Context: an optimization exercise on an open-source flow, tuned for small area, a short achievable clock period and few clock cycles. The choices shown serve that exercise and are no tape-out recipe.
RTL that was checked went through simulation tests only; none was proved equivalent to the original.
The clock input has no modelled driver; a real chip could not lean on it and would need a root buffer or a full tree.
Power figures rest on the tool's default switching activity, not on a simulated workload.

==> inputs of run A <==
// fact_machine_wrapper
module fact_machine_wrapper(
    input logic rst, go, clk,
    input logic [31:0] n,
    output logic [31:0] result,
    output logic done
    );
Settings: LEC_CHECK=0, ABC_AREA=1, CAP_MARGIN=20, CORE_MARGIN=2, CORE_UTILIZATION=25, SETUP_SLACK_MARGIN=3.35, SLEW_MARGIN=20; clock period 5.0 ns.
standard.sh (not shown) runs the stock make flow with config.mk's settings and CLKGATE_MAP_FILE= SYNTH_SCRIPT=/design/flow/synth_recipe.tcl, a recipe that flattens the netlist after the stock synthesis.
==> flow/flow/run.sh <==
#!/bin/bash
# The standard layout (standard.sh), with these changes:
#  - each port's buffer is a plain buf_1;
#  - if flow/resyn.scr exists, the combinational logic of the standard
#    synthesis is re-synthesised with that ABC script (flow/resyn.tcl);
#    flip-flops are kept exactly as the standard synthesis made them;
#  - after CTS, the clock tree is replaced by three clock buffers on the
#    clock port, each driving a third of the registers (flow/onebuf.tcl), so
#    every register's clock passes through one buffer of the same kind.
# Each tool's output goes to a log of its own in this folder.
set -euo pipefail
W=$(pwd)
R=$W/orfs/results/sky130hd/fact_machine_wrapper/base
export BUFFER_PORTS_ARGS="-buffer_cell sky130_fd_sc_hd__buf_1"
if [[ -f $W/flow/resyn.scr ]]; then
  bash standard.sh $R/1_2_yosys.v > standard_synth.log 2>&1
  cp $R/1_2_yosys.v $W/standard_1_2_yosys.v
  YOSYS=${YOSYS_EXE:-$(dirname "$FLOW_HOME")/tools/install/yosys/bin/yosys}
  LIB=$FLOW_HOME/platforms/sky130hd/lib/sky130_fd_sc_hd__tt_025C_1v80.lib \
  IN=$W/standard_1_2_yosys.v OUT=$W/resyn.v TOP=$FLOW_TOP ABCSCRIPT=$W/flow/resyn.scr \
    $YOSYS -c $W/flow/resyn.tcl > resyn.log 2>&1
  cp $W/resyn.v $R/1_2_yosys.v
fi
bash standard.sh $R/4_cts.odb > standard_to_cts.log 2>&1
IN_ODB=$R/4_cts.odb OUT_ODB=$R/4_cts.odb CLK_NBUF=3 CLK_BUF=sky130_fd_sc_hd__clkbuf_8 CLK_PORT=clk \
PLATFORM_DIR=$FLOW_HOME/platforms/sky130hd \
  openroad -no_init -exit $W/flow/onebuf.tcl > onebuf.log 2>&1
bash standard.sh > standard.log 2>&1
Other scripts of this flow, unchanged in this note and not shown: flow/flow/onebuf.tcl, flow/flow/resyn.tcl
==> run M (differences from run A) <==
--- a/flow/design.v
+++ b/flow/design.v
@@ -231,11 +231,11 @@
         end else begin
             busy <= go;
             done <= ~go & (done | busy);
         end
     end
     always_ff @(posedge clk) begin
         if (go)
-            code <= n[5:0] | {6{|n[31:6]}};
+            code <= {n[5:4] | {2{|n[31:6]}}, n[3:0]};
         result <= table_out;
     end
 endmodule
Settings changed: SETUP_SLACK_MARGIN 3.35 to 3.4.
==> run P (differences from run A) <==
--- a/flow/design.v
+++ b/flow/design.v
@@ -231,11 +231,11 @@
         end else begin
             busy <= go;
             done <= ~go & (done | busy);
         end
     end
     always_ff @(posedge clk) begin
         if (go)
-            code <= n[5:0] | {6{|n[31:6]}};
+            code <= {n[5:4] | {2{|n[31:6]}}, n[3:0]};
         result <= table_out;
     end
 endmodule
Settings changed: SETUP_SLACK_MARGIN 3.35 to 3.6.
==> results.txt <==
|  | run M | run P | run A |
|---|---|---|---|
| Count of mapped cells out of synthesis | 182 | 182 | 190 |
| Final weighted congestion of routability-driven global placement | 0.855 | 0.875 | 0.855 |
| Relative slew slack | 74.1% | 75.5% | 74.8% |
| Via count of the first global-routing pass | 1393 | 1434 | 1377 |
| Total power density per cell area | 276 nW/um^2 | 251 nW/um^2 | 269 nW/um^2 |
| Run status | timing/DRC/antenna clean | timing/DRC/antenna clean | timing/DRC/antenna clean |
| Fill cell instance count of the final layout | 627 | 585 | 642 |
| Post-Synth Simple-Gate Area | 27.3% | 27.3% | 27.7% |
| Average size of a mapped cell | 8.39 um^2 | 8.39 um^2 | 8.20 um^2 |
| Clock-pin slew on the worst setup and hold paths | 0.09 ns | 0.08 ns | 0.08 ns |
| Combinational Power | 0.112 mW | 0.141 mW | 0.0768 mW |
| Transition at the pin with the smallest max-transition slack | 0.389 ns | 0.368 ns | 0.378 ns |
| Fraction of synthesized cell area taken by the top area cell type | 44.6% | 44.6% | 43.7% |
| Skew final | 0.00576 ns | 0.00400 ns | 0.00168 ns |
Testbench counts of run M, summed over its fixed seeds: cycles 960.
Testbench counts of run P, summed over its fixed seeds: cycles 960.
Only the layout flow was run in run A; the RTL was not checked for function there. In every run of this note, the design's own scripts or RTL, not TritonCTS, make the clock network.

## re-timing with driven ports
Ports are ideal in the flow. The routed layouts listed here were re-timed in OpenROAD.
Step 1 sets driving cells, clkbuf_16 on the clock port and buf_2 on the other inputs (assumed; they add their load-dependent delay and slew).
Step 2 also shifts input and output timing later by t, the mid clock arrival at the registers, as if the neighbouring blocks saw the same clock.
Three values: no drivers, after step 1, after step 2; two values: the first two.
run | t, ns | setup slack, ns | hold WS [ns] | cell pins on the clock port's net
run A | 0.189 | 3.145 / 3.171 / 2.983 | 0.480 / 0.480 / 0.480 | 3
run M | 0.190 | 3.240 / 3.265 / 3.075 | 0.481 / 0.481 / 0.481 | 3
run P | 0.191 | 3.267 / 3.297 / 3.106 | 0.480 / 0.480 / 0.480 | 3
After both steps every run listed still meets setup and hold. The setup slack of run M, which loses most, moves by +0.025 ns with the drivers and by -0.165 ns with both steps.
